What follows belongs to an exercise in optimizing a design on an open flow for small area; a production flow would make more cautious choices. The RTL was checked by simulation tests, not by an equivalence proof against the original design. Power is estimated from default activity; no workload was simulated.

==> design/flow/design.v <==
module iq_to_fifo_shifted #
(
    parameter iq_width = 56 
)
(
    input wire axis_aclk,
    input wire aresetn,
    input [7:0] distance,
    input s00_axis_i48_tvalid,
    input [iq_width-1 : 0] s00_axis_i48_tdata,
    input s01_axis_q48_tvalid,
    input [iq_width-1 : 0] s01_axis_q48_tdata,
	input s02_axis_i48_sub_tvalid,
    input [iq_width-1 : 0] s02_axis_i48_sub_tdata,
    input s03_axis_q48_sub_tvalid,
    input [iq_width-1 : 0] s03_axis_q48_sub_tdata,
    input s04_axis_i96_tvalid,
    input [31 : 0] s04_axis_i96_tdata,
    input s05_axis_q96_tvalid,
    input [31 : 0] s05_axis_q96_tdata,
    input wire m00_axis_tready,
    output reg [31 : 0] m00_axis_tdata,
    output reg m00_axis_tlast,
    output reg m00_axis_tvalid
);
localparam S0 = 0;  
localparam S1 = 1; 
localparam S2 = 2;  
localparam S3 = 3;
localparam S4 = 4;
localparam S5 = 5;
localparam S6 = 6;
localparam S7 = 7;
localparam S8 = 8;
localparam S9 = 9;
localparam S10 = 10;
localparam S11 = 11;
localparam S12 = 12;
localparam S13 = 13;
localparam S14 = 14;
localparam S15 = 15;
localparam S16 = 16;
localparam RX0I	= 0;
localparam RX0Q	= 1;
localparam RX1I	= 2;
localparam RX1Q	= 3;
localparam RTS0I = 4;
localparam RTS0Q = 5;
localparam RTS1I = 6;
localparam RTS1Q = 7;
reg [2:0] step_96k;
reg [7:0] state;
reg data48k_ready;
reg data48k_sub_ready;
reg data96k_ready;
reg [31:0] data [0:7];
reg [31:0] data_shifted;
wire [287:0] pad_i48     = {{(256-iq_width){1'b0}}, s00_axis_i48_tdata, 32'b0};
wire [287:0] pad_q48     = {{(256-iq_width){1'b0}}, s01_axis_q48_tdata, 32'b0};
wire [287:0] pad_i48_sub = {{(256-iq_width){1'b0}}, s02_axis_i48_sub_tdata, 32'b0};
wire [287:0] pad_q48_sub = {{(256-iq_width){1'b0}}, s03_axis_q48_sub_tdata, 32'b0};
always @(posedge axis_aclk) 
begin
    if (aresetn == 0)
    begin
        state <= S0;
        step_96k <= 0;
        data48k_ready <= 0;
        data48k_sub_ready <= 0;
        data96k_ready <= 0;
        m00_axis_tvalid <= 0;
        m00_axis_tlast <= 0;
        m00_axis_tdata <= 32'b0;
    end
    else
    case (state)
    S0: begin
        m00_axis_tvalid <= 0;
        m00_axis_tlast <= 0;
        m00_axis_tdata <= 32'b0;
        if (s00_axis_i48_tvalid == 1)
        begin         
            data_shifted = pad_i48[distance +: 32];
			data [RX0I] <= data_shifted;
            data_shifted = pad_q48[distance +: 32];
            data [RX0Q] <= data_shifted;
            data48k_ready <= 1;
        end
		if (s02_axis_i48_sub_tvalid == 1)
        begin     
			data_shifted = pad_i48_sub[distance +: 32];
            data [RX1I] <= data_shifted;
            data_shifted = pad_q48_sub[distance +: 32];
            data [RX1Q] <= data_shifted;
            data48k_sub_ready <= 1;
        end 
        if (s04_axis_i96_tvalid == 1 && step_96k == 0)
        begin
            data [RTS0I] <= s04_axis_i96_tdata;
            data [RTS0Q] <= s05_axis_q96_tdata;
            step_96k <= 1;
        end
        else if (s04_axis_i96_tvalid == 1 && step_96k == 1)
        begin
            data [RTS1I] <= s04_axis_i96_tdata;
            data [RTS1Q] <= s05_axis_q96_tdata;
            step_96k <= 0;
            data96k_ready <= 1;
        end
        if (data48k_ready == 1 && data48k_sub_ready == 1 && data96k_ready == 1)
        begin
            state <= S1;
        end
    end
    S1: begin
        if (m00_axis_tready == 1)
        begin
            m00_axis_tvalid <= 1;
            m00_axis_tdata <= data [RX0I];
            state <= S3;
        end
    end
    S2: begin
        m00_axis_tvalid <= 0;
        state <= S3;
    end
    S3: begin
        if (m00_axis_tready == 1)
        begin
            m00_axis_tvalid <= 1;
            m00_axis_tdata <= data [RX0Q];
            state <= S5;
        end
    end
    S4: begin
        m00_axis_tvalid <= 0;
        state <= S5;
    end
    S5: begin
        if (m00_axis_tready == 1)
        begin
            m00_axis_tvalid <= 1;
            m00_axis_tdata <= data [RX1I];
            state <= S7;
        end 
    end
    S6: begin
        m00_axis_tvalid <= 0;
        state <= S7;
    end
    S7: begin
        if (m00_axis_tready == 1)
        begin
            m00_axis_tvalid <= 1;
            m00_axis_tdata <= data [RX1Q];
            state <= S9;
        end 
    end
    S8: begin
        m00_axis_tvalid <= 0;
        state <= S9;
    end
    S9: begin
        if (m00_axis_tready == 1)
        begin
            m00_axis_tvalid <= 1;
            m00_axis_tdata <= data [RTS0I];
            state <= S11;
        end
    end
    S10: begin
        m00_axis_tvalid <= 0;
        state <= S11;
    end
    S11: begin
        if (m00_axis_tready == 1)
        begin
            m00_axis_tvalid <= 1;
            m00_axis_tdata <= data [RTS0Q];
            state <= S13;
        end        
    end
    S12: begin
        m00_axis_tvalid <= 0;
        state <= S13;
    end
    S13: begin
        if (m00_axis_tready == 1)
        begin
            m00_axis_tvalid <= 1;
            m00_axis_tdata <= data [RTS1I];
            state <= S15;
        end
    end
    S14: begin
        m00_axis_tvalid <= 0;
        state <= S15;
    end
    S15: begin
        if (m00_axis_tready == 1)
        begin
            m00_axis_tvalid <= 1;
            m00_axis_tlast <= 1;
            m00_axis_tdata <= data [RTS1Q];
            state <= S16;
        end        
    end
    S16: begin
        if (m00_axis_tready == 1)
        begin
            m00_axis_tvalid <= 0;
            m00_axis_tlast <= 0;
            state <= S0;
            data48k_ready <= 0;
			data48k_sub_ready <= 0;
            data96k_ready <= 0;
        end
    end
    endcase
end
endmodule
==> design/flow/run.sh <==
#!/bin/bash
# synth_recipe.tcl (not shown) runs the flow's synth.tcl, then flattens the netlist and writes it again
# the make line also repeats each setting of config.mk as NAME=value (left out here)
make -C /OpenROAD-flow-scripts/flow DESIGN_CONFIG=/design/flow/config.mk WORK_HOME=/design/flow/orfs CLKGATE_MAP_FILE= SYNTH_SCRIPT=/design/flow/synth_recipe.tcl finish
==> design/flow/config.mk <==
export PLATFORM = sky130hd
export DESIGN_NAME = iq_to_fifo_shifted
export DESIGN_NICKNAME = iq_to_fifo_shifted
export VERILOG_FILES = /design/flow/design.v
export SDC_FILE = /design/flow/constraint.sdc
export NUM_CORES = 4
export LEC_CHECK = 0
export CAP_MARGIN = 20
export CORE_MARGIN = 2
export CORE_UTILIZATION = 40
export SLEW_MARGIN = 20
==> design/flow/constraint.sdc <==
create_clock -name core_clock -period 5.0 [get_ports {axis_aclk}]
set_input_delay 1.0000 -clock core_clock [delete_from_list [all_inputs] [get_ports {axis_aclk}]]
set_output_delay 1.0000 -clock core_clock [all_outputs]
set_load 0.01 [all_outputs]
==> results.toml, run 1 <==
[outcome]
outcome = "timing/DRC/antenna clean"

[power_and_ir_drop]
switching_share_pct = 34.3
power_density_nw_per_um2 = 262
p_leak_nw = 10.6
p_int_mw = 5.21
pwr-share-comb_pct = 34.6
p_sw_mw = 2.72
sequentialPowerShare_pct = 40.2
total_power_mw = 7.93
clkPwrFrac_pct = 25.2
ir_drop_mv = 0.216

[synthesis]
postSynthCellCount = 2393
synth_top_area_share_pct = 30.9
synth_edf_count = 256
syn_nets = 2698
netlist_area_um2 = 24900
synth_most_common_cell = "nand2_1"
synth_area_leaders = "edfxtp_1 (31%), mux4_2 (17%), mux2i_1 (8.3%)"
synth_area_per_cell_um2 = 10.4
ys_ff_latch = 299
ys_warn_count = 2
ys_top_cells_by_count = "nand2_1 (360), edfxtp_1 (256), mux2i_1 (207), mux4_2 (186), a22oi_1 (162)"
synth_seq_area_share_pct = 34.3
synth_top_cell_by_area = "edfxtp_1"
synth_ff_type = "edfxtp_1"
ys_async_sr_fraction_pct = 0
ys_types = 74

[drt]
dr_total_vias = 23472
drc_errors = 0
drt_iter0_markers = 3158
drt-met1-wl_mm = 51.9
routed_wl_mm = 117
wl_per_cell_um = 33.3
first_pass_iters = 6
ant_nets = 0
route.met3.wl_mm = 12.0
wl_met2_mm = 50.0
top_layer_used = "met5"
vias_per_cell = 6.69

[placement]
place_inst = 3462
portBuffers = 335
dp.final_hpwl_mm = 92.0
post_dp_cell_area_um2 = 29400
gp_congestion = 1.00
place_ws_ps = 1010

[timing]
clock_skew_ps = 23.6
worst_slew_pin_slew_ps = 1120
max_freq_ghz = 0.279
holdWs_ps = 452
fin_crit_sh_pct = 71.7
finalHoldViolCount = 0
finalSetupViolCount = 0
drv_slew = 0
rsz0062_at_grt = "no"
tns_ps = 0
layout_setup_ws_ps = 1420
slew_headroom_pct = 24.7
fin_crit_ps = 3580

[clocking]
clk_pin_slew_ps = 70
cts_buffers = 25
cts_buffer_depth = 3
clock_latency_ps = 540
post_cts_buffers = 0
cts.sink_count = 299
holdBufCountCts = 0
ctsResizeCount = 0
htreeDepth = 1
cts_tree = "built"
ctsRootBufferMaster = "clkbuf_16"

[flow_run]
cap_viol_max_count = 0

[die]
core_um2 = 61600
die_w_um = 254
ios = 339
die_area_um2 = 64300
die_y_um = 254
floorplan.initialDensity_pct = 40.4
row_count = 91

[global_routing]
grt_max_degree = 124
antenna_found_initial = 10
overflow = 0
grt_pass1_vias = 21849
grt_first_pass_wirelength_mm = 163
grtUsageTotal_pct = 35.5

[setup_path]
critPathSlowestCell = "or4_1"
worst_ep_arrival_time_ps = 3820
crit_path_end_kind = "flop"
critPathLaunchType = "primary input"
critPathMaxStageDelay_ps = 610
path_class = "in2reg"
crit_required_ps = 5240
critPathMaxFanout = 103
path_delay_family = "buffers and inverters"
cp.buffers_inverters = 2
crit_chain = "buf_6 > buf_12 > mux4_2 > and2_1 > o31ai_1 > nor2_1 > or4_1"

[cells_and_area]
fillers = 5622
area_growth_pct = 21.4
final_util_pct = 49.1
layout-drive-gt1-share_pct = 18.5
nNetsFinal = 2957
postLayoutCellArea_um2 = 30200
layoutNonFillerInstCount = 3509

[worst_hold_path]
hp-class = "reg2reg"
==> state kept, by name (all words and copies together) (netlist names) <==
| register | flops |
|---|---|
| data48k_sub_ready | 1 |
| m00_axis_tdata | 32 |
| data | 256 |
| step_96k | 1 |
| m00_axis_tlast | 1 |
| data48k_ready | 1 |
| state | 5 |
| m00_axis_tvalid | 1 |
| data96k_ready | 1 |
==> power by group through the flow <==
stage / clock, mW / combinational (mW) / sequential [mW]
floorplan: 0 / 1.54 / 3.17
global placement: 0 / 2.63 / 3.24
detailed placement: 0 / 2.66 / 3.24
CTS: 2.02 / 2.67 / 3.19
global route: 2.11 / 2.87 / 3.20
finish: 2.00 / 2.74 / 3.19
==> logic make-up after synthesis <==
| family | synth area share (%) |
|---|---|
| mux | 29.7 |
| compound gates | 20.8 |
| simple gates | 10.6 |
| flops | 34.3 |
| xor+xnor | 0.0352 |
| buf+inv | 4.57 |
==> layout make-up <==
cell class / count / area (µm²) / area share (%)
antenna: 1 / 2.50 / 0.00828
clock buffer: 35 / 703 / 2.33
clock inverter: 11 / 133 / 0.439
inverter: 12 / 55.1 / 0.182
multi-input combinational: 1849 / 15300 / 50.6
sequential: 299 / 8550 / 28.3
tap: 837 / 1050 / 3.46
timing repair buffer: 465 / 4450 / 14.7
==> layout by cell type (no fill, tap or decap), types with 11 or more instances in the layout <==
master	synthesis	final
o2bb2ai_1	12	12
dfxtp_1	43	43
o221ai_1	57	57
a22oi_1	162	162
o21ai_1	14	14
mux2_2	99	99
o22ai_1	57	57
nand2_1	360	357
o21ai_0	106	106
o22a_1	31	31
a211oi_1	11	11
nor3_1	23	20
mux4_2	186	186
a21oi_1	85	85
clkbuf_16	0	25
a21o_1	14	14
clkdlybuf4s50_1	0	331
buf_4	11	122
a41o_1	32	32
a211o_1	18	18
a2bb2oi_1	15	15
edfxtp_1	256	256
o211ai_1	31	31
nand3_1	20	20
and2_1	16	15
mux2i_1	207	207
nor2_1	157	154
==> tightest hold or removal path: cells and delay by family, from the launching register on <==
kind,cells,cell delay (ps)
and+or+nand+nor,1,50
AOI/OAI and AO/OA,1,50
DFF,1,310
==> routing by layer <==
| metal | global-route usage (%) | vias up |
|---|---|---|
| met2 | 52.0 | 1502 |
| li1 | - | 10057 |
| met4 | 8.08 | 10 |
| met3 | 6.89 | 133 |
| met1 | 53.8 | 11770 |
| met5 | 1.39 | - |
==> worst paths after layout <==
path	slack [ps]	from	endpoint	depth (start not counted)
setup / recovery	1420	distance[1]	data[2][1]	7
setup reg to reg	1880	state[0]	m00_axis_tdata[25]	7
hold reg to reg	450	m00_axis_tdata[4]	m00_axis_tdata[4]	2
hold / removal	450	m00_axis_tdata[4]	m00_axis_tdata[4]	2
==> run 2, diff against run 1 <==
==> design/flow/design.v (replaced) <==
module iq_to_fifo_shifted #
(
    parameter iq_width = 56
)
(
    input wire axis_aclk,
    input wire aresetn,
    input [7:0] distance,
    input s00_axis_i48_tvalid,
    input [iq_width-1 : 0] s00_axis_i48_tdata,
    input s01_axis_q48_tvalid,
    input [iq_width-1 : 0] s01_axis_q48_tdata,
    input s02_axis_i48_sub_tvalid,
    input [iq_width-1 : 0] s02_axis_i48_sub_tdata,
    input s03_axis_q48_sub_tvalid,
    input [iq_width-1 : 0] s03_axis_q48_sub_tdata,
    input s04_axis_i96_tvalid,
    input [31 : 0] s04_axis_i96_tdata,
    input s05_axis_q96_tvalid,
    input [31 : 0] s05_axis_q96_tdata,
    input wire m00_axis_tready,
    output wire [31 : 0] m00_axis_tdata,
    output wire m00_axis_tlast,
    output reg m00_axis_tvalid
);
reg [iq_width-1:0] rx0i, rx0q, rx1i, rx1q;
reg [31:0] rts0i, rts0q, rts1i, rts1q;
reg busy;           
reg have48, have48s, have96;
reg step_96k;
reg [2:0] idx;      
wire collect = ~busy;
always @(posedge axis_aclk) begin
    if (collect && s00_axis_i48_tvalid) begin
        rx0i <= s00_axis_i48_tdata;
        rx0q <= s01_axis_q48_tdata;
    end
    if (collect && s02_axis_i48_sub_tvalid) begin
        rx1i <= s02_axis_i48_sub_tdata;
        rx1q <= s03_axis_q48_sub_tdata;
    end
    if (collect && s04_axis_i96_tvalid && !step_96k) begin
        rts0i <= s04_axis_i96_tdata;
        rts0q <= s05_axis_q96_tdata;
    end
    if (collect && s04_axis_i96_tvalid && step_96k) begin
        rts1i <= s04_axis_i96_tdata;
        rts1q <= s05_axis_q96_tdata;
    end
end
always @(posedge axis_aclk) begin
    if (aresetn == 0) begin
        busy <= 0;
        m00_axis_tvalid <= 0;
        have48 <= 0;
        have48s <= 0;
        have96 <= 0;
        step_96k <= 0;
    end else if (collect) begin
        if (s00_axis_i48_tvalid) have48 <= 1;
        if (s02_axis_i48_sub_tvalid) have48s <= 1;
        if (s04_axis_i96_tvalid) begin
            step_96k <= ~step_96k;
            if (step_96k) have96 <= 1;
        end
        if (have48 && have48s && have96) busy <= 1;
    end else if (m00_axis_tready) begin
        if (!m00_axis_tvalid)
            m00_axis_tvalid <= 1;
        else if (idx == 3'd7) begin
            m00_axis_tvalid <= 0;
            busy <= 0;
            have48 <= 0;
            have48s <= 0;
            have96 <= 0;
        end
    end
end
always @(posedge axis_aclk) begin
    if (!m00_axis_tvalid)
        idx <= 3'd0;
    else if (m00_axis_tready)
        idx <= idx + 3'd1;
end
assign m00_axis_tlast = (idx == 3'd7);
reg [iq_width-1:0] sel56;
reg [31:0] sel32;
always @(*) begin
    case (idx[1:0])
        2'd0: begin sel56 = rx0i; sel32 = rts0i; end
        2'd1: begin sel56 = rx0q; sel32 = rts0q; end
        2'd2: begin sel56 = rx1i; sel32 = rts1i; end
        default: begin sel56 = rx1q; sel32 = rts1q; end
    endcase
end
wire [iq_width+63:0] pad = {32'b0, sel56, 32'b0};
wire [31:0] win = (distance > iq_width + 31) ? 32'b0 : pad[distance[6:0] +: 32];
assign m00_axis_tdata = idx[2] ? sel32 : win;
endmodule
==> run 2 against run 1 <==
Net effect: the layout now fails its checks (setup timing); clock skew is 7.8 ps lower; maximum frequency is 31% lower; die area is 29% lower; setup slack worse by 1600 ps; register-to-register slack better by 910 ps; wire length is 50% lower; combinational power is 55% lower; via count is 44% lower; critical path type is now reg2out; highest routed layer unchanged.
==> results.toml, run 2 <==
[synthesis]
ys_warn_count = 1
synth_seq_area_share_pct = 60.9
ys_async_sr_fraction_pct = 0
ys_top_cells_by_count = "edfxtp_1 (352), mux2i_1 (89), a222oi_1 (88), mux4_2 (77), nand2_1 (71)"
synth_area_per_cell_um2 = 14.8
synth_top_area_share_pct = 59.9
netlist_area_um2 = 17700
ys_types = 58
synth_edf_count = 352
postSynthCellCount = 1193
synth_most_common_cell = "edfxtp_1"
syn_nets = 1503
synth_area_leaders = "edfxtp_1 (60%), mux4_2 (9.8%), mux2i_1 (5.0%)"
synth_top_cell_by_area = "edfxtp_1"
ys_ff_latch = 361
synth_ff_type = "edfxtp_1"

[timing]
finalHoldViolCount = 0
slew_headroom_pct = 32.0
tns_ps = -966
holdWs_ps = 476
drv_slew = 0
fin_crit_sh_pct = 104
finalSetupViolCount = 14
rsz0062_at_grt = "yes"
fin_crit_ps = 5180
layout_setup_ws_ps = -185
clock_skew_ps = 15.9
worst_slew_pin_slew_ps = 1020
max_freq_ghz = 0.193

[outcome]
so.violations = "setup timing"
outcome = "failed layout checks"

[drt]
ant_nets = 0
routed_wl_mm = 58.6
wl_per_cell_um = 25.8
first_pass_iters = 8
drt_iter0_markers = 1298
drc_errors = 0
dr_total_vias = 13156
vias_per_cell = 5.78

[die]
ios = 339
die_w_um = 214
row_count = 76
die_area_um2 = 45800
floorplan.initialDensity_pct = 40.7
die_y_um = 214
core_um2 = 43400

[setup_path]
reg2reg_to = "rts1i[16]"
critPathSlowestCell = "mux4_2"
cp.buffers_inverters = 5
crit_path_end_kind = "output port"
path_delay_family = "multiplexers"
crit_chain = "inv_2 > buf_6 > ha_4 > buf_4 > a222oi_1 > mux2i_1 > buf_4 > mux4_2 > mux4_2 > mux2_4 > a221oi_4 > o21bai_1 > buf_2"
critPathMaxStageDelay_ps = 550
crit_required_ps = 4000
critPathLaunchType = "flop"
path_class = "reg2out"
critPathLaunch = "idx[0]"
reg2regPathDepth = 3
critPathMaxFanout = 8
worstSetupPathDepth = 13
rr_startpoint = "busy"
worst_ep_arrival_time_ps = 4180
r2r_slack_ps = 2790

[cells_and_area]
final_util_pct = 56.9
layout_commonest_cell = "edfxtp_1"
postLayoutCellArea_um2 = 24700
fillers = 3545
area_growth_pct = 39.6
diodes = 0
mostFrequentLayoutCells = "edfxtp_1 (352), clkdlybuf4s50_1 (302), buf_4 (167)"
nNetsFinal = 1977
layout-drive-gt1-share_pct = 28.9

[clocking]
cts_buffers = 38
holdBufCountCts = 0
ctsRootBufferMaster = "clkbuf_16"
htreeDepth = 2
clock_latency_ps = 570
cts_buffer_depth = 3
cts.sink_count = 361
clk_pin_slew_ps = 50
cts_tree = "built"

[worst_hold_path]
whs_path_depth = 2
hold_start = "have48"
hp-class = "reg2reg"
hold_end = "busy"

[placement]
portBuffers = 335
post_dp_cell_area_um2 = 22700
dp.final_hpwl_mm = 42.8
gp_congestion = 0.920

[global_routing]
grt_max_degree = 66
grt_pass1_vias = 13309
antenna_found_initial = 4
overflow = 0
grtUsageTotal_pct = 25.1
grt_first_pass_wirelength_mm = 86.0

[flow_run]
cap_viol_max_count = 0

[power_and_ir_drop]
p_leak_nw = 9.32
ir_drop_mv = 0.252
power_density_nw_per_um2 = 301
==> run 2: cell types whose count changed after synthesis, moves of 96 or more <==
| cell | before | now |
|---|---|---|
| a22oi_1 | 162 | 17 |
| mux2i_1 | 207 | 89 |
| mux4_2 | 186 | 77 |
| nor2_1 | 157 | 35 |
| edfxtp_1 | 256 | 352 |
| nand2_1 | 360 | 71 |
==> run 2: cell type report <==
cell class	count	area (µm²)	area share, %
multi-input combinational	695	6820	27.7
timing repair buffer	537	5090	20.6
tap	585	732	2.97
sequential	361	10800	43.6
inverter	34	130	0.528
clock inverter	20	158	0.639
clock buffer	44	973	3.95
==> run 2: layer usage <==
| metal | track usage [%] | wire [µm] | vias up |
|---|---|---|---|
| met1 | 33.8 | 24800 | 6591 |
| met2 | 41.8 | 28500 | 549 |
| li1 | - | - | 5929 |
| met3 | 4.58 | 3850 | 83 |
| met5 | 0 | 25 | - |
| met4 | 7.06 | 1440 | 4 |
==> run 2: timing repair <==
| action | 4_1_cts | 5_1_grt |
|---|---|---|
| setup endpoints to repair | 32 | 31 |
| buffers inserted | 26 | 24 |
| endpoints found under the hold margin | 0 | 0 |
| cloned | 1 | 1 |
| gates resized for setup | 160 | 88 |
| pin swaps | 40 | 37 |
==> run 2: cell families after synthesis <==
kind of cell	synth area share [%]
xor gates and xnor gates	0.0496
AOI/OAI and AO/OA	13.5
and+or+nand+nor	4.55
muxes	17.4
buffers and inverters	3.22
adders and majority gates	0.354
DFF	60.9
==> run 2: stage by stage <==
step	setup WS, ps	total power [mW]	std cells
3_5_place_dp	-60.6	4.76	2162
6_report	-185	7.43	2276
4_1_cts	-210	7.43	2253
2_1_floorplan	622	4.14	1193
3_3_place_gp	-69.8	4.75	2162
5_1_grt	-313	7.69	2276
==> run 2: worst max path at each step <==
stage / end
detailed placement: m00_axis_tdata[9]
floorplan: rx0i[0]
global route: m00_axis_tdata[19]
global placement: m00_axis_tdata[9]
finish: m00_axis_tdata[10]
CTS: m00_axis_tdata[10]
==> run 2: report_power, final <==
part	leakage (nW)	internal (mW)	switching (mW)	total, mW
logic	5.30	0.640	0.599	1.24
clock network	0.557	1.49	1.14	2.63
registers	3.46	3.51	0.0435	3.56
==> run 2: worst reg2reg max path: cells and delay by family (launching register included) <==
| family | cells | cell delay, ps |
|---|---|---|
| flip-flops | 1 | 420 |
| AND/OR/NAND/NOR | 1 | 850 |
| buffers and inverters | 2 | 610 |
==> run 3, diff against run 2 <==
--- a/design/flow/design.v
+++ b/design/flow/design.v
@@ -28,7 +28,6 @@
 reg busy;           
 reg have48, have48s, have96;
 reg step_96k;
-reg [2:0] idx;      
 wire collect = ~busy;
 always @(posedge axis_aclk) begin
     if (collect && s00_axis_i48_tvalid) begin
@@ -67,7 +66,7 @@
     end else if (m00_axis_tready) begin
         if (!m00_axis_tvalid)
             m00_axis_tvalid <= 1;
-        else if (idx == 3'd7) begin
+        else if (m00_axis_tlast) begin
             m00_axis_tvalid <= 0;
             busy <= 0;
             have48 <= 0;
@@ -76,24 +75,43 @@
         end
     end
 end
+reg [3:0] wsel;
+reg hi;
 always @(posedge axis_aclk) begin
-    if (!m00_axis_tvalid)
-        idx <= 3'd0;
-    else if (m00_axis_tready)
-        idx <= idx + 3'd1;
+    if (!m00_axis_tvalid) begin
+        wsel <= 4'b0001;
+        hi <= 1'b0;
+    end else if (m00_axis_tready) begin
+        wsel <= {wsel[2:0], wsel[3]};
+        if (wsel[3]) hi <= ~hi;
+    end
 end
-assign m00_axis_tlast = (idx == 3'd7);
-reg [iq_width-1:0] sel56;
-reg [31:0] sel32;
-always @(*) begin
-    case (idx[1:0])
-        2'd0: begin sel56 = rx0i; sel32 = rts0i; end
-        2'd1: begin sel56 = rx0q; sel32 = rts0q; end
-        2'd2: begin sel56 = rx1i; sel32 = rts1i; end
-        default: begin sel56 = rx1q; sel32 = rts1q; end
-    endcase
-end
-wire [iq_width+63:0] pad = {32'b0, sel56, 32'b0};
-wire [31:0] win = (distance > iq_width + 31) ? 32'b0 : pad[distance[6:0] +: 32];
-assign m00_axis_tdata = idx[2] ? sel32 : win;
+assign m00_axis_tlast = hi & wsel[3];
+wire [iq_width-1:0] sel56 = ({iq_width{wsel[0]}} & rx0i) | ({iq_width{wsel[1]}} & rx0q) |
+                            ({iq_width{wsel[2]}} & rx1i) | ({iq_width{wsel[3]}} & rx1q);
+wire c0 = ~distance[7] & ~distance[6] & ~distance[5];
+wire c1 = ~distance[7] & ~distance[6] &  distance[5];
+wire c2 = ~distance[7] &  distance[6] & ~distance[5];
+wire [127:0] p = {40'b0, sel56, 32'b0};
+wire [62:0] s5 = ({63{c0}} & p[62:0]) | ({63{c1}} & p[94:32]) | ({63{c2}} & p[126:64]);
+wire [3:0] e;
+assign e[0] = distance[4:3] == 2'd0;
+assign e[1] = distance[4:3] == 2'd1;
+assign e[2] = distance[4:3] == 2'd2;
+assign e[3] = distance[4:3] == 2'd3;
+wire [38:0] s3 = ({39{e[0]}} & s5[38:0]) | ({39{e[1]}} & s5[46:8]) |
+                 ({39{e[2]}} & s5[54:16]) | ({39{e[3]}} & s5[62:24]);
+wire [3:0] f;
+assign f[0] = distance[2:1] == 2'd0;
+assign f[1] = distance[2:1] == 2'd1;
+assign f[2] = distance[2:1] == 2'd2;
+assign f[3] = distance[2:1] == 2'd3;
+wire [32:0] s1 = ({33{f[0]}} & s3[32:0]) | ({33{f[1]}} & s3[34:2]) |
+                 ({33{f[2]}} & s3[36:4]) | ({33{f[3]}} & s3[38:6]);
+wire g0 = ~hi & ~distance[0];
+wire g1 = ~hi &  distance[0];
+wire [3:0] h = {4{hi}} & wsel;
+assign m00_axis_tdata = ({32{g0}} & s1[31:0]) | ({32{g1}} & s1[32:1]) |
+                        ({32{h[0]}} & rts0i) | ({32{h[1]}} & rts0q) |
+                        ({32{h[2]}} & rts1i) | ({32{h[3]}} & rts1q);
 endmodule
==> design/flow/flow/run.sh (new file) <==
#!/bin/bash
# Standard layout, with the port buffers made from the smallest buffer cell.
cat standard.sh > standard_sh_copy.log
export BUFFER_PORTS_ARGS="-buffer_cell sky130_fd_sc_hd__buf_1"
bash standard.sh > standard.log 2>&1
==> design/flow/standard.sh (new file) <==
#!/bin/bash
# synth_recipe.tcl (not shown) runs the flow's synth.tcl, then flattens the netlist and writes it again
# the make line also repeats each setting of config.mk as NAME=value (left out here)
make -C /OpenROAD-flow-scripts/flow DESIGN_CONFIG=/design/flow/config.mk WORK_HOME=/design/flow/orfs CLKGATE_MAP_FILE= SYNTH_SCRIPT=/design/flow/synth_recipe.tcl "${@:-finish}"
removed: design/flow/run.sh
==> run 3 against run 2 <==
Net effect: the run now finishes clean; via count down 4.4%; total power down 5.1%; clock-buffer cell count up 2; design area down 20%; critical endpoint is now m00_axis_tdata[21]; largest cell class unchanged.
==> results.toml, run 3 <==
[timing]
fin_crit_sh_pct = 96.6
slew_headroom_pct = 30.3
finalSetupViolCount = 0
clock_skew_ps = 12.2
max_freq_ghz = 0.207
rsz0062_at_grt = "no"
worst_slew_pin_slew_ps = 1040
fin_crit_ps = 4830
drv_slew = 0
tns_ps = 0
holdWs_ps = 474
finalHoldViolCount = 0

[cells_and_area]
mostFrequentLayoutCells = "edfxtp_1 (352), buf_1 (334), a22oi_1 (227)"
diodes = 0
nNetsFinal = 1838
area_growth_pct = 21.2
fillers = 3551
layout_commonest_cell = "edfxtp_1"
multi_input_area_um2 = 5050
layout-drive-gt1-share_pct = 11.0
ff_latch_area_um2 = 10800

[synthesis]
synth_most_common_cell = "edfxtp_1"
synth_edf_count = 352
synth_ff_type = "edfxtp_1"
ys_top_cells_by_count = "edfxtp_1 (352), a22oi_1 (227), nand2_1 (109), a21oi_1 (53), clkbuf_1 (48)"
synth_top_area_share_pct = 65.2
syn_nets = 1473
synth_area_per_cell_um2 = 13.9
ys_warn_count = 1
ys_types = 63
ys_ff_latch = 363
ys_async_sr_fraction_pct = 0
synth_top_cell_by_area = "edfxtp_1"
postSynthCellCount = 1168
synth_area_leaders = "edfxtp_1 (65%), a22oi_1 (11%), nand2_1 (2.5%)"
netlist_area_um2 = 16200
synth_seq_area_share_pct = 66.5

[drt]
ant_nets = 0
dr_total_vias = 12579
wl_per_cell_um = 26.5
first_pass_iters = 6
top_layer_used = "met4"
wl_met2_mm = 26.2
drt_iter0_markers = 1297
drt-met1-wl_mm = 23.1
route.met3.wl_mm = 4.24
routed_wl_mm = 55.3
drc_errors = 0
vias_per_cell = 6.03

[global_routing]
overflow = 0
grt_first_pass_wirelength_mm = 80.3
grt_pass1_vias = 12598
grt_max_degree = 114
antenna_found_initial = 0
grtUsageTotal_pct = 26.0

[setup_path]
worst_ep_arrival_time_ps = 3830
crit_required_ps = 4000
r2r_slack_ps = 2750
crit_path_end_kind = "output port"
critPathLaunch = "wsel[3]"
rr_startpoint = "busy"
reg2regPathDepth = 3
critPathLaunchType = "flop"
path_class = "reg2out"
critPathMaxFanout = 26

[power_and_ir_drop]
pwr-share-comb_pct = 9.7
p_leak_nw = 6.60
clkPwrFrac_pct = 39.6
sequentialPowerShare_pct = 50.8
power_density_nw_per_um2 = 358
ir_drop_mv = 0.327
p_int_mw = 5.40
switching_share_pct = 23.4
p_sw_mw = 1.65

[clocking]
clk_pin_slew_ps = 60
cts_tree = "built"
cts.sink_count = 363
htreeDepth = 2
ctsRootBufferMaster = "clkbuf_16"
holdBufCountCts = 0
cts_buffer_depth = 3
ctsResizeCount = 0
clock_latency_ps = 550
post_cts_buffers = 0
cts_buffers = 40

[die]
floorplan.initialDensity_pct = 40.6
die_y_um = 205
row_count = 73
core_um2 = 39900
die_w_um = 205
die_area_um2 = 42200
ios = 339

[worst_hold_path]
hp-class = "reg2reg"
whs_path_depth = 2
hold_start = "have96"

[placement]
dp.final_hpwl_mm = 40.8
gp_congestion = 1.02
portBuffers = 335

[flow_run]
cap_viol_max_count = 0

[outcome]
outcome = "timing/DRC/antenna clean"
[run 3: per-stage QoR]
| stage | utilization, % | std cells | worst slack (ps) | cell area, µm² | total power [mW] |
|---|---|---|---|---|---|
| after floorplan | - | 1168 | 622 | 16200 | 3.99 |
| after global routing | 49.3 | 2087 | 10.3 | 19700 | 7.29 |
| final | 49.3 | 2087 | 171 | 19700 | 7.05 |
| after global placement | 46.2 | 2016 | 245 | 18400 | 4.30 |
| after CTS | 49.2 | 2087 | 164 | 19700 | 7.10 |
| after detailed placement | 46.2 | 2016 | 206 | 18400 | 4.31 |
[run 3: cells by family (layout without fill, tap and decap cells)]
family | after synthesis | count (layout) | synth area share, %
mux | 49 | 49 | 3.65
compound gates | 460 | 460 | 21.2
simple gates | 203 | 203 | 5.95
buf+inv | 92 | 486 | 2.61
xor+xnor | 1 | 1 | 0.0540
flops | 363 | 363 | 66.5
[run 3: layout make-up]
type	count	share of cell area, %
Timing Repair Buffer	410	9.71
Clock buffer	46	5.20
Tap cell	525	3.34
Sequential cell	363	54.9
Clock inverter	25	1.08
Inverter	5	0.0954
Multi-Input combinational cell	713	25.7
[run 3: worst paths after layout]
| path | end |
|---|---|
| max reg2reg | rts1i[28] |
| min | have96 |
| max | m00_axis_tdata[21] |
| min reg2reg | have96 |
[run 3: layer usage]
metal / vias up / track usage (%)
li1: 5593 / -
met4: 0 / 8.56
met3: 119 / 4.89
met1: 6263 / 35.5
met5: - / 0
met2: 604 / 41.9
[run 3: worst max-delay path: stages, from the launching register on]
cell,delay (ps)
dfxtp_2,700
buf_4,420
a22oi_1,120
nand2_1,370
a22o_1,310
mux4_2,350
a21oi_1,140
mux4_2,500
o21ai_1,170
buf_1,170
[run 3: power groups by stage]
stage	Sequential, mW	Clock, mW	Combinational, mW
finish	3.58	2.79	0.682
floorplan	3.64	0	0.350
detailed placement	3.64	0	0.669
global placement	3.63	0	0.662
global route	3.59	2.97	0.728
CTS	3.58	2.85	0.672
==> run 4, diff against run 3 <==
--- a/design/flow/config.mk
+++ b/design/flow/config.mk
@@ -5,7 +5,8 @@
 export SDC_FILE = /design/flow/constraint.sdc
 export NUM_CORES = 4
 export LEC_CHECK = 0
-export CAP_MARGIN = 20
+export CAP_MARGIN = 0
 export CORE_MARGIN = 2
 export CORE_UTILIZATION = 40
-export SLEW_MARGIN = 20
+export CTS_BUF_LIST = sky130_fd_sc_hd__clkbuf_4 sky130_fd_sc_hd__clkbuf_8
+export SLEW_MARGIN = 0
==> run 4 against run 3 <==
Net effect: critical path depth up 1; clock power fell by 4%; hold slack improved by 2.3 ps; sequential share of layout area about the same; clock skew increased by 14 ps; die area unchanged; cell count increased by 1.8%; still clean on timing, DRC and antenna; critical endpoint is now m00_axis_tdata[2]; synthesized area is the same; largest cell class unchanged; clock-buffer cell count rose by 36; highest routed layer unchanged.
==> results.toml, run 4 <==
[global_routing]
grt_max_degree = 114
grtUsageTotal_pct = 26.1
antenna_found_initial = 0
grt_first_pass_wirelength_mm = 80.8
overflow = 0
grt_pass1_vias = 12777

[cells_and_area]
layout-drive-gt1-share_pct = 13.4
postLayoutCellArea_um2 = 19700
nNetsFinal = 1858
area_growth_pct = 21.3
diodes = 0
layout_commonest_cell = "edfxtp_1"
final_util_pct = 49.3
mostFrequentLayoutCells = "edfxtp_1 (352), buf_1 (334), a22oi_1 (227)"

[power_and_ir_drop]
pwr-share-comb_pct = 9.8
power_density_nw_per_um2 = 352
sequentialPowerShare_pct = 51.6
ir_drop_mv = 0.258
p_leak_nw = 6.65
clkPwrFrac_pct = 38.5
p_sw_mw = 1.68
p_int_mw = 5.25
switching_share_pct = 24.3

[die]
core_um2 = 39900
floorplan.initialDensity_pct = 40.6
row_count = 73
die_w_um = 205
die_y_um = 205
ios = 339
die_area_um2 = 42200

[synthesis]
postSynthCellCount = 1168
synth.mux.area_fraction_pct = 3.65
synth_xor_area_share_pct = 0.0540
synth_most_common_cell = "edfxtp_1"
synth_top_cell_by_area = "edfxtp_1"
netlist_area_um2 = 16200
ys_warn_count = 1
synth_ff_type = "edfxtp_1"
syn_nets = 1473
yosys.area_share.simple_pct = 5.95
ys_async_sr_fraction_pct = 0
synth_seq_area_share_pct = 66.5
synth_fa_ha_area_share_pct = 0
synth_edf_count = 352
ys_top_cells_by_count = "edfxtp_1 (352), a22oi_1 (227), nand2_1 (109), a21oi_1 (53), clkbuf_1 (48)"
synth_top_family_by_area = "compound AO/OA/AOI/OAI gates"
synth_area_leaders = "edfxtp_1 (65%), a22oi_1 (11%), nand2_1 (2.5%)"
ys_types = 63
synth_top_area_share_pct = 65.2
synth_area_per_cell_um2 = 13.9
synth_compound_area_share_pct = 21.2
ys_ff_latch = 363

[drt]
dr_total_vias = 12688
drt_iter0_markers = 1209
wl_per_cell_um = 26.2
vias_per_cell = 5.97
ant_nets = 0
drc_errors = 0
first_pass_iters = 6
routed_wl_mm = 55.7

[clocking]
clock_latency_ps = 650
clk_pin_slew_ps = 60
ctsRootBufferMaster = "clkbuf_8"
cts_buffers = 60
cts_buffer_depth = 3
cts.sink_count = 363
cts_tree = "built"
htreeDepth = 2
post_cts_buffers = 0

[timing]
max_freq_ghz = 0.204
finalHoldViolCount = 0
clock_skew_ps = 25.9
fin_crit_sh_pct = 98.1
worst_slew_pin_slew_ps = 1070
drv_slew = 0
finalSetupViolCount = 0
slew_headroom_pct = 28.4
rsz0062_at_grt = "no"
tns_ps = 0
fin_crit_ps = 4900

[flow_run]
cap_viol_max_count = 0

[setup_path]
path_class = "reg2out"
crit_required_ps = 4000
critPathLaunchType = "flop"
worst_ep_arrival_time_ps = 3900
critPathMaxFanout = 18
crit_path_end_kind = "output port"

[placement]
gp_congestion = 1.02
dp.final_hpwl_mm = 40.8
post_dp_cell_area_um2 = 18400
portBuffers = 335

[outcome]
outcome = "timing/DRC/antenna clean"

[worst_hold_path]
hp-class = "reg2reg"
==> run 4: cell counts after synthesis <==
Identical to the previous run, type by type.
==> run 4: cells by family (layout without fill, tap and decap cells) <==
group                  count (synthesis)  in the layout
AO/OA/AOI/OAI                        460            460
multiplexers                          49             49
buffers and inverters                 92            523
XOR/XNOR                               1              1
AND/OR/NAND/NOR                      203            203
flip-flops                           363            363
==> run 4: repair_timing <==
| action | CTS | global route |
|---|---|---|
| hold buffers | 0 | 0 |
| setup endpoints to repair | 0 | 11 |
| resized for setup | 0 | 4 |
==> run 4: per-stage QoR <==
step / power [mW] / hold slack (ps) / std cells / setup slack (ps)
after detailed placement: 4.31 / 464 / 2016 / 206
after global routing: 7.17 / 459 / 2124 / 5.48
after global placement: 4.30 / 450 / 2016 / 245
final: 6.93 / 477 / 2124 / 97.1
after CTS: 6.98 / 459 / 2124 / 32.8
after floorplan: 3.99 / 441 / 1168 / 622
==> run 4: worst paths after layout <==
kind,endpoint,start,depth (start not counted),slack (ps)
worst max register to register,rts1i[5],busy,3,2740
worst min-delay path,have96,have96,2,480
worst max-delay path,m00_axis_tdata[2],wsel[0],10,100
worst min register to register,have96,have96,2,480
==> run 4: area by class of cell <==
class	instances	area (µm²)
fill	3573	20200
sequential	363	10800
multi-input combinational	713	5060
timing repair buffer	410	1910
clock buffer	82	1020
tap	525	657
clock inverter	26	211
inverter	5	18.8
==> run 4: worst max-delay path: stages, from the launching register on <==
cell	delay, ps
dfxtp_2	470
a22oi_1	680
nand2_1	270
a211oi_1	300
buf_4	190
o21ai_0	70
o22ai_1	420
buf_4	200
mux2i_1	110
a221o_1	380
buf_1	150
==> run 4: power by group through the flow <==
stage,Sequential [mW],Clock (mW),Combinational (mW)
5_1_grt,3.59,2.85,0.729
4_1_cts,3.58,2.73,0.672
6_report,3.58,2.67,0.683
2_1_floorplan,3.64,0,0.350
3_5_place_dp,3.64,0,0.669
3_3_place_gp,3.63,0,0.662
==> run 4: routing by layer <==
layer / track usage (%) / wire (µm)
met1: 35.2 / 22900
met2: 42.2 / 26500
met3: 5.67 / 4840
met4: 8.40 / 1400
met5: 0 / 0
==> run 5, diff against run 4 <==
--- a/design/flow/config.mk
+++ b/design/flow/config.mk
@@ -7,6 +7,7 @@
 export LEC_CHECK = 0
 export CAP_MARGIN = 0
 export CORE_MARGIN = 2
-export CORE_UTILIZATION = 40
-export CTS_BUF_LIST = sky130_fd_sc_hd__clkbuf_4 sky130_fd_sc_hd__clkbuf_8
+export CORE_UTILIZATION = 60
+export CTS_BUF_LIST = sky130_fd_sc_hd__clkbuf_2 sky130_fd_sc_hd__clkbuf_4
+export CTS_CLUSTER_SIZE = 20
 export SLEW_MARGIN = 0
==> run 5 against run 4 <==
Net effect: global-route usage grew 10 points; non-clock buffer count decreased by 7; critical path depth unchanged; total power decreased by 3.5%; maximum frequency increased by 0.26%; die area is 33% lower; design area shrank 1.9%; register-to-register slack worse by 60 ps; sequential cell count unchanged; sequential power about the same.
==> results.toml, run 5 <==
[outcome]
outcome = "timing/DRC/antenna clean"

[timing]
drv_slew = 0
worst_slew_pin_slew_ps = 1040
rsz0062_at_grt = "no"
fin_crit_sh_pct = 97.8
slew_headroom_pct = 30.2
clock_skew_ps = 44.1
finalSetupViolCount = 0
max_freq_ghz = 0.204
finalHoldViolCount = 0
tns_ps = 0
layout_setup_ws_ps = 110
fin_crit_ps = 4890

[clocking]
cts.sink_count = 363
htreeDepth = 3
cts_tree = "built"
clock_latency_ps = 730
clk_pin_slew_ps = 60
cts_buffers = 87
holdBufCountCts = 0
ctsRootBufferMaster = "clkbuf_4"
cts_buffer_depth = 3

[placement]
portBuffers = 335
dp.final_hpwl_mm = 36.7
gp_congestion = 0.972
place_ws_ps = 214

[setup_path]
path_class = "in2out"
crit_required_ps = 4000
path_delay_family = "compound AO/OA/AOI/OAI gates"
critPathLaunch = "distance[7]"
critPathLaunchType = "primary input"
crit_chain = "buf_1 > or3_1 > a21oi_1 > a211oi_1 > buf_4 > a221oi_1 > o21ai_1 > mux4_2 > o211ai_1 > buf_1"
crit_path_end_kind = "output port"
critPathMaxFanout = 9
crit_path_frequent_cell = "buf_1"
worst_ep_arrival_time_ps = 3890
rr_startpoint = "busy"
critPathMaxStageDelay_ps = 540
cp.buffers_inverters = 3
critPathSlowestCell = "mux4_2"

[die]
ios = 339
die_w_um = 168
row_count = 60
core_um2 = 26700
die_y_um = 168
floorplan.initialDensity_pct = 60.7
die_area_um2 = 28400

[synthesis]
postSynthCellCount = 1168
syn_nets = 1473
ys_types = 63
synth_top_cell_by_area = "edfxtp_1"
synth_edf_count = 352
ys_async_sr_fraction_pct = 0
ys_warn_count = 1
ys_top_cells_by_count = "edfxtp_1 (352), a22oi_1 (227), nand2_1 (109), a21oi_1 (53), clkbuf_1 (48)"
netlist_area_um2 = 16200
synth_top_area_share_pct = 65.2
synth_most_common_cell = "edfxtp_1"
synth_seq_area_share_pct = 66.5
ys_ff_latch = 363
synth_area_per_cell_um2 = 13.9
synth_ff_type = "edfxtp_1"
synth_area_leaders = "edfxtp_1 (65%), a22oi_1 (11%), nand2_1 (2.5%)"

[global_routing]
grt_first_pass_wirelength_mm = 77.1
antenna_found_initial = 1
grt_max_degree = 66
grtUsageTotal_pct = 36.6
overflow = 0
grt_pass1_vias = 13013

[flow_run]
cap_viol_max_count = 0

[drt]
wl_met2_mm = 24.9
drt-met1-wl_mm = 19.5
drc_errors = 0
dr_total_vias = 13233
route.met3.wl_mm = 6.29
first_pass_iters = 6
ant_nets = 0
drt_iter0_markers = 1567
wl_per_cell_um = 26.5
vias_per_cell = 6.70
routed_wl_mm = 52.3
top_layer_used = "met4"

[cells_and_area]
multi_input_area_um2 = 5050
mostFrequentLayoutCells = "edfxtp_1 (352), buf_1 (334), a22oi_1 (227)"
ff_latch_area_um2 = 10800
layout-drive-gt1-share_pct = 15.0
fillers = 1714
final_util_pct = 72.2
area_growth_pct = 18.9
nNetsFinal = 1878
layout_commonest_cell = "edfxtp_1"

[power_and_ir_drop]
power_density_nw_per_um2 = 347
total_power_mw = 6.69
ir_drop_mv = 0.276
p_leak_nw = 6.63

[worst_hold_path]
hp-class = "in2reg"
hold_start = "s00_axis_i48_tdata[49]"
run 5: metrics by stage:
step                std cells  instance area, µm²  hold WS, ps
floorplan                1168               16200          441
global placement         1825               18200          455
detailed placement       1825               18200          478
CTS                      1973               19300          398
global route             1975               19300          383
finish                   1975               19300          438
run 5: worst paths after layout:
path                            slack, ps  cells after the start                  to
worst max-delay path                  110                     10  m00_axis_tdata[28]
worst min-delay path                  440                      1            rx0i[49]
worst max register to register       2680                      3           rts1i[22]
worst min register to register        510                      2                busy
run 5: cells by family after synthesis:
kind of cell           Yosys count  synth area share, %
buffers and inverters           92                 2.61
XOR/XNOR                         1               0.0540
AND/OR/NAND/NOR                203                 5.95
AO/OA/AOI/OAI                  460                 21.2
multiplexers                    49                 3.65
flip-flops                     363                 66.5
run 5: area by class of cell:
| class | instances | share of cell area [%] |
|---|---|---|
| Antenna cell | 2 | 0.0259 |
| Clock buffer | 126 | 4.90 |
| Tap cell | 341 | 2.21 |
| Clock inverter | 22 | 0.869 |
| Sequential cell | 363 | 56.0 |
| Inverter | 5 | 0.0973 |
| Multi-Input combinational cell | 713 | 26.2 |
| Timing Repair Buffer | 403 | 9.75 |
run 5: repair_timing:
action	in CTS	in global routing
endpoints found under the setup margin	1	22
resized for setup	2	3
setup buffers	0	0
pin swaps	0	0
run 5: worst register-to-register path: stages (launching register included):
cell	delay, ps
dfxtp_1	440
inv_1	160
and3_2	840
buf_4	510
run 5: layer usage:
metal | vias up | global-route usage (%)
li1 | 5728 | -
met1 | 6358 | 49.4
met2 | 1027 | 58.1
met3 | 120 | 9.31
met4 | 0 | 13.6
met5 | - | 0
run 5: report_power, final:
part / total (mW) / switching [mW] / internal, mW / leakage (nW)
logic: 0.669 / 0.436 / 0.234 / 2.49
registers: 3.58 / 0.0496 / 3.53 / 3.48
clock network: 2.44 / 1.17 / 1.27 / 0.654
total: 6.69 / 1.66 / 5.03 / 6.63
==> run 6, diff against run 5 <==
--- a/design/flow/config.mk
+++ b/design/flow/config.mk
@@ -8,6 +8,8 @@
 export CAP_MARGIN = 0
 export CORE_MARGIN = 2
 export CORE_UTILIZATION = 60
-export CTS_BUF_LIST = sky130_fd_sc_hd__clkbuf_2 sky130_fd_sc_hd__clkbuf_4
+export CTS_BUF_LIST = sky130_fd_sc_hd__clkbuf_8
+export CTS_CLUSTER_DIAMETER = 60
 export CTS_CLUSTER_SIZE = 20
+export GPL_TIMING_DRIVEN = 0
 export SLEW_MARGIN = 0
==> run 6 against run 5 <==
Net effect: the layout now fails its checks (setup timing); sequential power hardly changed; largest power group unchanged; clock skew decreased by 27 ps; highest routed layer unchanged; critical path depth stayed put; sequential share of layout area rose by 1.5 points; clock-buffer cell count shrank 98; die area unchanged; hold slack gained 51 ps; critical endpoint is now m00_axis_tdata[5].
==> results.toml, run 6 <==
[timing]
rsz0062_at_grt = "yes"
holdWs_ps = 489
fin_crit_sh_pct = 102
fin_crit_ps = 5080
max_freq_ghz = 0.197
slew_headroom_pct = 39.6
finalHoldViolCount = 0
tns_ps = -225
worst_slew_pin_slew_ps = 906
drv_slew = 0
layout_setup_ws_ps = -80.1
clock_skew_ps = 17.2
finalSetupViolCount = 5

[die]
ios = 339
floorplan.initialDensity_pct = 60.7
row_count = 60
die_y_um = 168
core_um2 = 26700
die_area_um2 = 28400
die_w_um = 168

[global_routing]
met2_usage_pct = 57.6
grtUsageTotal_pct = 36.3
use_met1_pct = 49.9
busiest_layer = "met2"
grt_pass1_vias = 12544
grt_max_degree = 66
grt_first_pass_wirelength_mm = 76.0
antenna_found_initial = 0
overflow = 0
met3_usage_pct = 8.46

[power_and_ir_drop]
p_leak_nw = 6.24
power_density_nw_per_um2 = 314
total_power_mw = 5.90
sequentialPowerShare_pct = 60.6
clkPwrFrac_pct = 27.9
switching_share_pct = 25.0
p_sw_mw = 1.47
pwr-share-comb_pct = 11.5
p_int_mw = 4.43
ir_drop_mv = 0.375

[drt]
wl_per_cell_um = 27.7
drt_iter0_markers = 1865
dr_total_vias = 13062
first_pass_iters = 7
routed_wl_mm = 52.4
vias_per_cell = 6.90
drc_errors = 0
ant_nets = 0

[cells_and_area]
diodes = 0
layout-drive-gt1-share_pct = 8.57
postLayoutCellArea_um2 = 18800
layoutNonFillerInstCount = 1893
mostFrequentLayoutCells = "edfxtp_1 (352), buf_1 (333), a22oi_1 (224)"
area_growth_pct = 15.7
layout_commonest_cell = "edfxtp_1"
nNetsFinal = 1839

[synthesis]
synth_edf_count = 352
ys_top_cells_by_count = "edfxtp_1 (352), a22oi_1 (227), nand2_1 (109), a21oi_1 (53), clkbuf_1 (48)"
ys_types = 63
synth_top_cell_by_area = "edfxtp_1"
synth_ff_type = "edfxtp_1"
synth_area_leaders = "edfxtp_1 (65%), a22oi_1 (11%), nand2_1 (2.5%)"
netlist_area_um2 = 16200
ys_warn_count = 1
ys_ff_latch = 363
syn_nets = 1473
postSynthCellCount = 1168
synth_seq_area_share_pct = 66.5
synth_area_per_cell_um2 = 13.9
ys_async_sr_fraction_pct = 0
synth_top_area_share_pct = 65.2
synth_most_common_cell = "edfxtp_1"

[setup_path]
crit_path_end_kind = "output port"
crit_required_ps = 4000
reg2reg_to = "have48"
critPathLaunchType = "primary input"
rr_startpoint = "wsel[3]"
critPathMaxFanout = 9
critPathLaunch = "distance[6]"
path_class = "in2out"
r2r_slack_ps = 2690
reg2regPathDepth = 7
cp-endpoint = "m00_axis_tdata[5]"
worst_ep_arrival_time_ps = 4080

[clocking]
htreeDepth = 1
cts_buffers = 26
cts.sink_count = 363
clk_pin_slew_ps = 110
clock_latency_ps = 610
ctsRootBufferMaster = "clkbuf_8"
cts_tree = "built"
holdBufCountCts = 0
cts_buffer_depth = 3

[outcome]
outcome = "failed layout checks"
so.violations = "setup timing"

[placement]
gp_congestion = 1.06
place_inst = 1848
portBuffers = 330
dp.final_hpwl_mm = 39.4
post_dp_cell_area_um2 = 18100

[worst_hold_path]
hp-class = "reg2reg"

[flow_run]
cap_viol_max_count = 0
==> run 6: cell counts after synthesis <==
No cell type changed its count.
==> run 6: power by group through the flow <==
stage | clock, mW | combinational (mW) | sequential (mW)
2_1_floorplan | 0 | 0.350 | 3.64
3_3_place_gp | 0 | 0.617 | 3.65
3_5_place_dp | 0 | 0.650 | 3.64
4_1_cts | 1.66 | 0.653 | 3.57
5_1_grt | 1.75 | 0.716 | 3.58
6_report | 1.65 | 0.679 | 3.57
==> run 6: final cells by class <==
| cell class | count | area [µm²] |
|---|---|---|
| Sequential cell | 363 | 10800 |
| Fill cell | 1855 | 7960 |
| Buffer | 86 | 414 |
| Timing Repair Buffer | 339 | 1420 |
| Inverter | 5 | 18.8 |
| Clock buffer | 28 | 385 |
| Clock inverter | 18 | 193 |
| Tap cell | 341 | 427 |
| Multi-Input combinational cell | 713 | 5120 |
==> run 6: per-layer routing <==
layer	up-vias	share of wire (%)
met4	0	4.3
met3	157	12
met5	-	0
met2	996	46
met1	6316	38
li1	5593	-
==> run 6: repair_timing <==
action | 4_1_cts | 5_1_grt
pin swaps | 0 | 2
endpoints found under the hold margin | 0 | 0
buffers inserted | 0 | 0
setup endpoints to repair | 19 | 22
gates resized for setup | 7 | 17
==> run 6: how the worst min path moves through the flow <==
stage            from     end  slack (ps)  depth (start not counted)
6_report       have96  have96         490                          2
2_1_floorplan  have96  have96         440                          2
4_1_cts        have96  have96         490                          2
3_5_place_dp   have96  have96         460                          2
5_1_grt        have96  have96         510                          2
3_3_place_gp   have96  have96         460                          2
==> run 6: cells by family after synthesis <==
family | count (synthesis) | synth area share (%)
xor+xnor | 1 | 0.0540
mux | 49 | 3.65
simple gates | 203 | 5.95
flops | 363 | 66.5
buf+inv | 92 | 2.61
compound gates | 460 | 21.2
==> run 6: through the flow <==
step / setup WS (ps) / utilization [%]
2_1_floorplan: 622 / -
3_3_place_gp: -495 / 67.0
3_5_place_dp: -229 / 67.7
4_1_cts: -10.5 / 70.0
5_1_grt: -108 / 70.2
6_report: -80.1 / 70.2
==> run 6: worst max-delay path, cell delays in order <==
cell and delay, ps:
buf_1 320, or3b_1 410, clkbuf_2 230, nor2_1 640, nand2_1 150, nand4_1 200
o22ai_1 230, mux4_2 570, o211ai_2 160, buf_1 170
==> run 7, diff against run 6 <==
--- a/design/flow/config.mk
+++ b/design/flow/config.mk
@@ -8,8 +8,7 @@
 export CAP_MARGIN = 0
 export CORE_MARGIN = 2
 export CORE_UTILIZATION = 60
-export CTS_BUF_LIST = sky130_fd_sc_hd__clkbuf_8
+export CTS_BUF_LIST = sky130_fd_sc_hd__clkbuf_16
 export CTS_CLUSTER_DIAMETER = 60
-export CTS_CLUSTER_SIZE = 20
-export GPL_TIMING_DRIVEN = 0
+export CTS_CLUSTER_SIZE = 30
 export SLEW_MARGIN = 0
==> run 7 against run 6 <==
Net effect: the run now finishes clean; cell count is 1.1% lower; critical endpoint is now m00_axis_tdata[28]; critical path depth increased by 1; die area unchanged; highest routed layer unchanged; combinational power shrank 2%; via count is 2.9% lower.
==> results.toml, run 7 <==
[timing]
tns_ps = 0
fin_crit_sh_pct = 98.0
finalHoldViolCount = 0
max_freq_ghz = 0.204
worst_slew_pin_slew_ps = 1030
clock_skew_ps = 27.9
holdWs_ps = 509
finalSetupViolCount = 0
fin_crit_ps = 4900
rsz0062_at_grt = "no"
drv_slew = 0
slew_headroom_pct = 30.9

[die]
ios = 339
floorplan.initialDensity_pct = 60.7
die_area_um2 = 28400
die_y_um = 168
row_count = 60
core_um2 = 26700
die_w_um = 168

[clocking]
clk_pin_slew_ps = 80
cts_tree = "built"
cts.sink_count = 363
clock_latency_ps = 570
cts_buffer_depth = 3
ctsRootBufferMaster = "clkbuf_16"
htreeDepth = 1
post_cts_buffers = 0
cts_buffers = 26

[cells_and_area]
layout_commonest_cell = "edfxtp_1"
layoutNonFillerInstCount = 1873
diodes = 0
nNetsFinal = 1817
mostFrequentLayoutCells = "edfxtp_1 (352), buf_1 (334), a22oi_1 (227)"
layout-drive-gt1-share_pct = 9.92
area_growth_pct = 17.9
postLayoutCellArea_um2 = 19100

[setup_path]
critPathMaxStageDelay_ps = 530
critPathLaunchType = "primary input"
worst_ep_arrival_time_ps = 3900
path_class = "in2out"
crit_chain = "buf_1 > or3b_1 > buf_12 > nor2_2 > buf_4 > a22oi_1 > nand4_1 > o21ai_1 > mux4_2 > o211ai_1 > buf_1"
crit_path_end_kind = "output port"
critPathLaunch = "distance[5]"
crit_required_ps = 4000
critPathSlowestCell = "mux4_2"
crit_path_frequent_cell = "buf_1"
critPathMaxFanout = 15
rr_startpoint = "busy"

[global_routing]
grtUsageTotal_pct = 34.9
antenna_found_initial = 0
grt_first_pass_wirelength_mm = 74.0
grt_max_degree = 66
overflow = 0
grt_pass1_vias = 12396

[drt]
ant_nets = 0
routed_wl_mm = 50.2
first_pass_iters = 6
wl_per_cell_um = 26.8
dr_total_vias = 12680
drt_iter0_markers = 1433
drc_errors = 0
vias_per_cell = 6.77

[synthesis]
postSynthCellCount = 1168
ys_top_cells_by_count = "edfxtp_1 (352), a22oi_1 (227), nand2_1 (109), a21oi_1 (53), clkbuf_1 (48)"
synth_edf_count = 352
synth_area_per_cell_um2 = 13.9
synth_most_common_cell = "edfxtp_1"
synth_top_cell_by_area = "edfxtp_1"
synth_seq_area_share_pct = 66.5
ys_warn_count = 1
synth_area_leaders = "edfxtp_1 (65%), a22oi_1 (11%), nand2_1 (2.5%)"
netlist_area_um2 = 16200
synth_ff_type = "edfxtp_1"
ys_ff_latch = 363
ys_types = 63
syn_nets = 1473
synth_top_area_share_pct = 65.2
ys_async_sr_fraction_pct = 0

[placement]
gp_congestion = 0.972
place_inst = 1825
portBuffers = 335
post_dp_cell_area_um2 = 18200
dp.final_hpwl_mm = 36.7

[outcome]
outcome = "timing/DRC/antenna clean"

[worst_hold_path]
hold_start = "have96"
hp-class = "reg2reg"

[flow_run]
cap_viol_max_count = 0

[power_and_ir_drop]
p_leak_nw = 6.44
power_density_nw_per_um2 = 340
ir_drop_mv = 0.294
run 7: cell count changes in the layout (fill, tap and decap cells not counted), sizes merged:
cell	delta
buf	+30
bufinv	-2
clkbuf	-53
clkinv	+9
inv	-4
run 7: per-stage QoR:
stage,worst slack (ps),power (mW),util (%)
2_1_floorplan,622,3.99,-
3_5_place_dp,214,4.29,67.9
5_1_grt,0.308,6.69,71.5
4_1_cts,176,6.51,71.5
6_report,101,6.50,71.5
3_3_place_gp,228,4.27,67.9
run 7: kinds of logic (layout without fill, tap and decap cells):
kind of cell	count (synthesis)	in the layout	share of synthesized area, %
buf+inv	92	456	2.61
simple gates	203	203	5.95
xor+xnor	1	1	0.0540
mux	49	49	3.65
compound gates	460	460	21.2
flops	363	363	66.5
run 7: worst paths after layout:
kind | to | slack (ps) | cells after the start
hold / removal | have96 | 510 | 2
hold reg to reg | have96 | 510 | 2
setup reg to reg | rts1i[26] | 2730 | 3
setup / recovery | m00_axis_tdata[28] | 100 | 11
run 7: power breakdown:
group,total (mW),leakage (nW),switching (mW),internal [mW]
logic,0.664,2.49,0.431,0.233
registers,3.57,3.48,0.0485,3.52
clock network,2.27,0.465,1.18,1.09
run 7: metal layers:
metal | global-route usage [%] | part of all wire, %
met1 | 48.7 | 38
met2 | 56.2 | 47
met3 | 5.97 | 11
met4 | 12.6 | 3.8
met5 | 0 | 0
run 7: critical path: cells and delay by family:
kind	cells	cell delay, ps
buf+inv	4	870
simple gates	3	1060
mux	1	530
compound gates	3	430
run 7: layout make-up:
class | count | area, µm²
Sequential cell | 363 | 10800
Fill cell | 1733 | 7600
Multi-Input combinational cell | 713 | 5040
Timing Repair Buffer | 403 | 1880
Clock buffer | 27 | 676
Tap cell | 341 | 427
Clock inverter | 21 | 279
Inverter | 5 | 18.8
run 7: timing repair:
action / CTS / global route
setup endpoints to repair: 0 / 2
resized for setup: 0 / 3
hold buffers: 0 / 0
==> run 8, diff against run 7 <==
==> design/flow/flow/run.sh (replaced) <==
#!/bin/bash
# Standard layout (standard.sh, all steps), with two changes:
#  - the port buffers are made from the smallest buffer cell;
#  - clock tree: larger sink clusters driven by clkbuf_16, no dummy loads.
cat standard.sh > standard_sh_copy.log
export BUFFER_PORTS_ARGS="-buffer_cell sky130_fd_sc_hd__buf_1"
export CTS_ARGS="-sink_clustering_enable -repair_clock_nets -dont_use_dummy_load -sink_clustering_size 30 -sink_clustering_max_diameter 60 -buf_list sky130_fd_sc_hd__clkbuf_16"
bash standard.sh > standard.log 2>&1
--- a/design/flow/config.mk
+++ b/design/flow/config.mk
@@ -8,7 +8,4 @@
 export CAP_MARGIN = 0
 export CORE_MARGIN = 2
 export CORE_UTILIZATION = 60
-export CTS_BUF_LIST = sky130_fd_sc_hd__clkbuf_16
-export CTS_CLUSTER_DIAMETER = 60
-export CTS_CLUSTER_SIZE = 30
 export SLEW_MARGIN = 0
==> run 8 against run 7 <==
Net effect: synthesized cell count is the same; largest cell class unchanged; critical path depth unchanged; synthesized area did not move; sequential share of layout area is 0.90 points higher; sequential power barely moved; clock power decreased by 21%; first-iteration DRC count increased by 5.8%; design area down 1.6%; still clean on timing, DRC and antenna; largest power group unchanged; clock skew up 31 ps; critical path type unchanged; core utilization is 1.1 points lower; register-to-register slack got worse by 20 ps.
==> results.toml, run 8 <==
[outcome]
outcome = "timing/DRC/antenna clean"

[setup_path]
r2r_slack_ps = 2710
crit_required_ps = 4000
reg2regPathDepth = 3
rr_startpoint = "busy"
path_class = "in2out"
worst_ep_arrival_time_ps = 3880
reg2reg_to = "rts1q[21]"
crit_path_end_kind = "output port"
critPathLaunchType = "primary input"
critPathMaxFanout = 15

[drt]
wl_per_cell_um = 27.0
routed_wl_mm = 49.9
first_pass_iters = 8
drt_iter0_markers = 1516
ant_nets = 0
dr_total_vias = 12625
vias_per_cell = 6.82
drc_errors = 0

[power_and_ir_drop]
switching_share_pct = 22.7
power_density_nw_per_um2 = 321
p_sw_mw = 1.37
ir_drop_mv = 0.294
sequentialPowerShare_pct = 59.1
pwr-share-comb_pct = 11.0
clkPwrFrac_pct = 29.9
p_int_mw = 4.67
p_leak_nw = 6.29

[synthesis]
ys_warn_count = 1
synth_area_per_cell_um2 = 13.9
synth_ff_type = "edfxtp_1"
synth_most_common_cell = "edfxtp_1"
ys_ff_latch = 363
synth_edf_count = 352
ys_types = 63
synth_seq_area_share_pct = 66.5
synth_top_area_share_pct = 65.2
synth_area_leaders = "edfxtp_1 (65%), a22oi_1 (11%), nand2_1 (2.5%)"
syn_nets = 1473
synth_top_cell_by_area = "edfxtp_1"
ys_top_cells_by_count = "edfxtp_1 (352), a22oi_1 (227), nand2_1 (109), a21oi_1 (53), clkbuf_1 (48)"
postSynthCellCount = 1168
ys_async_sr_fraction_pct = 0
netlist_area_um2 = 16200

[clocking]
htreeDepth = 1
cts_buffers = 26
post_cts_buffers = 0
ctsResizeCount = 0
clk_pin_slew_ps = 80
clock_latency_ps = 550
ctsRootBufferMaster = "clkbuf_16"
holdBufCountCts = 0
cts_buffer_depth = 3
cts_tree = "built"
cts.sink_count = 363

[worst_hold_path]
hp-class = "reg2reg"
hold_start = "have48"
hold_end = "busy"
whs_path_depth = 2

[timing]
drv_slew = 0
finalHoldViolCount = 0
tns_ps = 0
rsz0062_at_grt = "no"
clock_skew_ps = 59.3
slew_headroom_pct = 30.4
max_freq_ghz = 0.205
fin_crit_ps = 4880
fin_crit_sh_pct = 97.6
finalSetupViolCount = 0
worst_slew_pin_slew_ps = 1040

[global_routing]
grt_pass1_vias = 12332
overflow = 0
grtUsageTotal_pct = 34.6
antenna_found_initial = 0
grt_max_degree = 66
grt_first_pass_wirelength_mm = 73.2

[placement]
portBuffers = 335
gp_congestion = 0.972
dp.final_hpwl_mm = 36.7

[cells_and_area]
fillers = 1760
layout-drive-gt1-share_pct = 8.81
final_util_pct = 70.4
diodes = 0
nNetsFinal = 1817
multi_input_area_um2 = 5040
layout_commonest_cell = "edfxtp_1"
ff_latch_area_um2 = 10800
area_growth_pct = 16.0
mostFrequentLayoutCells = "edfxtp_1 (352), buf_1 (334), a22oi_1 (227)"

[die]
ios = 339
core_um2 = 26700
row_count = 60
die_area_um2 = 28400
die_w_um = 168
floorplan.initialDensity_pct = 60.7
die_y_um = 168

[flow_run]
cap_viol_max_count = 0
## run 8: changes by cell type in the layout (fill, tap and decap cells not counted), sizes merged
cell / change
inv: -11
clkinv: -10
clkbuf: -1
## run 8: final cells by class
cell class,instances,share of cell area (%)
tap,341,2.27
timing repair buffer,403,10.0
clock buffer,26,3.46
sequential,363,57.4
multi-input combinational,713,26.8
inverter,5,0.0997
## run 8: routing by layer
metal / part of all wire [%] / up-vias / GRT usage (%) / wire, µm
li1: - / 5529 / - / -
met1: 39 / 6097 / 48.4 / 19500
met2: 47 / 876 / 55.4 / 23600
met3: 10 / 123 / 6.09 / 5130
met4: 3.5 / 0 / 12.5 / 1720
met5: 0 / - / 0 / 0
## run 8: per-stage QoR
step | cells | cell area [µm²] | hold WS (ps) | power, mW | setup slack [ps]
5_1_grt | 1851 | 18800 | 518 | 6.21 | 44.4
6_report | 1851 | 18800 | 487 | 6.04 | 119
3_5_place_dp | 1825 | 18200 | 478 | 4.29 | 214
3_3_place_gp | 1825 | 18200 | 455 | 4.27 | 228
2_1_floorplan | 1168 | 16200 | 441 | 3.99 | 622
4_1_cts | 1851 | 18800 | 488 | 6.05 | 191
## run 8: worst max-delay path, stage by stage
cell and delay [ps]:
buf_1 280, or3b_1 430, buf_12 180, nor2_2 370
buf_4 220, a22oi_1 80, nand4_1 240, o21ai_1 150
mux4_2 530, o211ai_1 200, buf_1 170
## run 8: worst max path at each step
stage | from | depth (start not counted) | end | slack, ps
6_report | distance[5] | 11 | m00_axis_tdata[28] | 120
5_1_grt | distance[5] | 11 | m00_axis_tdata[28] | 40
2_1_floorplan | s00_axis_i48_tvalid | 1 | rx0i[0] | 620
4_1_cts | wsel[0] | 9 | m00_axis_tdata[18] | 190
3_3_place_gp | distance[5] | 11 | m00_axis_tdata[28] | 230
3_5_place_dp | distance[5] | 11 | m00_axis_tdata[28] | 210
## run 8: cells by family after synthesis
logic type      share of synthesized area, %
compound gates                          21.2
flops                                   66.5
simple gates                            5.95
buf+inv                                 2.61
mux                                     3.65
xor+xnor                              0.0540
## run 8: power by group through the flow
stage / Sequential [mW] / Combinational, mW / Clock [mW]
floorplan: 3.64 / 0.350 / 0
global placement: 3.63 / 0.640 / 0
detailed placement: 3.64 / 0.646 / 0
CTS: 3.58 / 0.650 / 1.82
global route: 3.59 / 0.708 / 1.92
finish: 3.57 / 0.665 / 1.80

## static timing again, ports no longer ideal
The results above use ideal ports. As a check the final layouts listed here were re-extracted and re-timed, cells and wires unchanged. Step 1 assumes that a clkbuf_16 drives the clock port and a buf_2 every other input. Step 2 also shifts input and output timing later by t, the mid clock arrival at the registers, as if the neighbouring blocks saw the same clock. Slacks: ideal / step 1 / step 2; pairs: ideal / step 1.
| run | t, ns | slack for setup (ns) | worst setup path at the end | worst data-port slew with drivers (ns) |
|---|---|---|---|---|
| run 1 | 0.588 | 1.416 / 1.435 / 0.847 | input to register | 0.11 |
| run 2 | 0.619 | -0.185 / -0.242 / 0.325 | input to output | 0.07 |
| run 3 | 0.603 | 0.171 / 0.119 / 0.125 | input to output | 0.06 |
| run 4 | 0.688 | 0.097 / 0.049 / 0.122 | input to output | 0.06 |
| run 5 | 0.749 | 0.110 / 0.069 / 0.069 | input to output | 0.06 |
| run 6 | 0.653 | -0.080 / -0.122 / -0.122 | input to output | 0.06 |
| run 7 | 0.605 | 0.101 / 0.051 / 0.051 | input to output | 0.06 |
| run 8 | 0.573 | 0.119 / 0.071 / 0.071 | input to output | 0.06 |
The setup slack of run 1, which loses most, moves by +0.019 ns with the drivers and by -0.569 ns with both steps.
